Background: an optimization exercise with open tools, aiming at small area, a short achievable clock period and few clock cycles per item. Do not read the settings as production practice. In this exercise RTL edits were held to simulation tests only and were not proved equivalent to the original.

// simon_engine
module simon_engine (
  input  logic           clk,                  
  input  logic           rst,                  
  input  logic           ctrl_in_begin,        
  input  logic [10:0]    ctrl_in_num_blocks,   
  input  logic [63:0]    ctrl_in_key,          
  output logic           done_intr,            
  output logic [31:0]    pt_addra,
  input  logic [31:0]    pt_rd_data,
  output logic [31:0]    ct_addra,
  output logic [31:0]    ct_wr_data,
  output logic [3:0]     ct_wea
);
  localparam int R  = 3;                
  localparam int NS = (32 + R - 1) / R;         
  localparam int R0 = 32 - R * (NS - 1);        
  localparam logic [61:0] Z = 62'b01100111000011010100100010111110110011100001101010010001011111;
  logic          run;      
  logic [NS:1]   tok;      
  logic [11:0]   rd;       
  logic [10:0]   wr;       
  logic          wea_r, done_r;
  wire start = !run && ctrl_in_begin;
  wire [11:0] last = {1'b0, ctrl_in_num_blocks} + 12'(NS - 1);
  always_ff @(posedge clk) begin
    if (!rst) begin
      run    <= 1'b0;
      tok    <= '0;
      rd     <= '0;
      wea_r  <= 1'b0;
      done_r <= 1'b0;
    end else begin
      tok    <= {tok[NS-1:1], start};
      if (start)
        run <= 1'b1;
      else if (done_r)
        run <= 1'b0;
      rd     <= (run && !done_r) ? rd + 1'b1 : {11'd0, start};
      wea_r  <= tok[NS] || (wea_r && !done_r);
      done_r <= run && (rd == last);
    end
    if (!run)
      wr <= '0;
    else if (wea_r)
      wr <= wr + 1'b1;
  end
  function automatic logic [15:0] ror(input logic [15:0] v, input int s);
    ror = (v >> s) | (v << (16 - s));
  endfunction
  function automatic logic [R-1:0] zbits(input int n);
    zbits = Z[R*n +: R];
  endfunction
  localparam logic [64*67-1:0] KM = {
    67'h8f01801401ec00a0,
    67'hc780400a00f60050,
    67'h263c02005007b0028,
    67'h231e09002803d0014,
    67'h18f04801c01e000a,
    67'h10c78a400600f0005,
    67'h63c5200b0078002,
    67'h1031e2900d8034001,
    67'h18f1480ec01a000,
    67'h80c70a40f6005000,
    67'hc06305207b002800,
    67'he03102903d801400,
    67'hf01801481ec00a00,
    67'h780c00a40f600500,
    67'h3c06005207b00280,
  ...
Size: roughly 7600 cells after synthesis, roughly 900 flip-flops, about 210 I/O pins.
Settings: LEC_CHECK=0, ABC_AREA=1, CAP_MARGIN=20, CORE_MARGIN=2, CORE_UTILIZATION=40, CTS_CLUSTER_DIAMETER=120, CTS_CLUSTER_SIZE=24, SETUP_SLACK_MARGIN=1.9, SLEW_MARGIN=20; clock period 4.0 ns.
run.sh (not shown) runs the stock make flow with config.mk's settings and CLKGATE_MAP_FILE= SYNTH_SCRIPT=/design/flow/synth_recipe.tcl, a recipe that flattens the netlist after the stock synthesis.
Testbench counts at the start, summed over its fixed seeds: cycles 5,453, blocks 3,917.
==> next run, changes <==
- ABC_AREA: 1 -> unset
- ABC_CLOCK_PERIOD_IN_PS: unset -> 2100
- CAP_MARGIN: 20 -> 0
- SLEW_MARGIN: 20 -> 0
Outcome: Worst hold slack is better by 18 ps; synthesized area decreases by 21%; setup slack is worse by 51 ps; fmax went down by about 2.4%; via count goes down by 48%; cell area came out lower by 17%; sequential share of layout area rises by 7.4 points.
==> next run, changes <==
==> flow/flow/run.sh (new file) <==
#!/bin/bash
# The standard layout, with every input and output port buffered by a plain
# sky130_fd_sc_hd__buf_1 instead of the default port buffer cell. The full
# output of the ORFS make run (synthesis, floorplan, placement, CTS, routing,
# finishing) goes to flow_make.log in this folder; ORFS also keeps each
# step's own log under orfs/logs.
set -euo pipefail
export BUFFER_PORTS_ARGS="-buffer_cell sky130_fd_sc_hd__buf_1"
bash standard.sh > flow_make.log 2>&1
==> flow/standard.sh (new file) <==
#!/bin/bash
# synth_recipe.tcl (not shown) runs the flow's synth.tcl, then flattens the netlist and writes it again
# the make line also repeats each setting of config.mk as NAME=value (left out here)
make -C /OpenROAD-flow-scripts/flow DESIGN_CONFIG=/design/flow/config.mk WORK_HOME=/design/flow/orfs CLKGATE_MAP_FILE= SYNTH_SCRIPT=/design/flow/synth_recipe.tcl "${@:-finish}"
- CAP_MARGIN: 0 -> 20
- SETUP_SLACK_MARGIN: 1.9 -> 1.95
- SLEW_MARGIN: 0 -> 20
removed: flow/run.sh
- sequential share of layout area increases by 0.48 points
- wire length barely changes
- non-clock buffer count rose by 39
- via count is higher slightly
- cell area shrinks slightly
- clock skew is higher by 8.8 ps
- core utilization goes down by 0.45 points
==> next run, changes <==
==> flow/run.sh (new file) <==
#!/bin/bash
# synth_recipe.tcl (not shown) runs the flow's synth.tcl, then flattens the netlist and writes it again
# the make line also repeats each setting of config.mk as NAME=value (left out here)
make -C /OpenROAD-flow-scripts/flow DESIGN_CONFIG=/design/flow/config.mk WORK_HOME=/design/flow/orfs CLKGATE_MAP_FILE= SYNTH_SCRIPT=/design/flow/synth_recipe.tcl finish
- ABC_CLOCK_PERIOD_IN_PS: 2100 -> 2200
- SETUP_SLACK_MARGIN: 1.95 -> 1.8
removed: flow/flow/run.sh
removed: flow/standard.sh
=>
- hold slack is better by 22 ps
- wire length is about the same
- register-to-register slack loses 160 ps
- fmax is lower by a little under a tenth
- via count is lower slightly
- synthesized area stays the same
- cell area came out lower slightly
- die area stays the same
- synthesized cell count does not change
- clock skew stays flat
==> next run, changes <==
==> flow/flow/run.sh (new file) <==
#!/bin/bash
# The standard layout, with every input and output port buffered by a plain
# sky130_fd_sc_hd__buf_1 instead of the default port buffer cell. The full
# output of the ORFS make run (synthesis, floorplan, placement, CTS, routing,
# finishing) goes to flow_make.log in this folder; ORFS also keeps each
# step's own log under orfs/logs.
set -euo pipefail
export BUFFER_PORTS_ARGS="-buffer_cell sky130_fd_sc_hd__buf_1"
bash standard.sh > flow_make.log 2>&1
==> flow/standard.sh (new file) <==
#!/bin/bash
# synth_recipe.tcl (not shown) runs the flow's synth.tcl, then flattens the netlist and writes it again
# the make line also repeats each setting of config.mk as NAME=value (left out here)
make -C /OpenROAD-flow-scripts/flow DESIGN_CONFIG=/design/flow/config.mk WORK_HOME=/design/flow/orfs CLKGATE_MAP_FILE= SYNTH_SCRIPT=/design/flow/synth_recipe.tcl "${@:-finish}"
- ABC_CLOCK_PERIOD_IN_PS: 2200 -> 2100
- SETUP_SLACK_MARGIN: 1.8 -> 1.9
removed: flow/run.sh
The new run passed the timing, design-rule and antenna checks; worst hold slack degrades by 22 ps; routed wire length is higher by about 0.7%; setup slack improves by 89 ps; cell area is lower by about 0.66%.
==> next run, changes <==
- PLACE_DENSITY: unset -> 0.7
- SETUP_SLACK_MARGIN: 1.9 -> 1.95
After rerunning:
- die area is unchanged
- core utilization went up by 0.23 points
- clock-buffer cell count went up by 1

## re-timing with driven ports
How much do the figures lean on ideal ports? The routed layouts below were timed once more, with nothing changed but the port constraints.
Step 1: set_driving_cell puts a clkbuf_16 on clk and a buf_2 on each other input, an assumption about the parent block.
Step 2 also shifts input and output timing later by t, the mid clock arrival at the registers, as if the neighbouring blocks saw the same clock.
Slacks: ideal / step 1 / step 2; pairs: ideal / step 1.
run | shift t [ns] | slack for setup (ns) | worst setup path at the end | latest minus earliest clock arrival (ns) | worst data-port slew with drivers (ns)
the first run | 0.748 | 1.917 / 1.863 / 1.229 | input to register | 0.044 / 0.044 | 0.08
the second run | 0.695 | 1.866 / 1.866 / 1.279 | input to register | 0.032 / 0.032 | 0.07
the third run | 0.709 | 1.962 / 1.917 / 1.458 | input to register | 0.043 / 0.043 | 0.06
the fourth run | 0.709 | 1.800 / 1.776 / 1.179 | input to register | 0.043 / 0.043 | 0.08
the fifth run | 0.705 | 1.889 / 1.872 / 1.398 | input to register | 0.046 / 0.046 | 0.06
the sixth run | 0.670 | 1.949 / 1.924 / 1.489 | input to register | 0.059 / 0.059 | 0.07
After both steps every run listed still meets setup and hold. The setup slack of the first run, which loses most, moves by -0.054 ns with the drivers and by -0.688 ns with both steps.
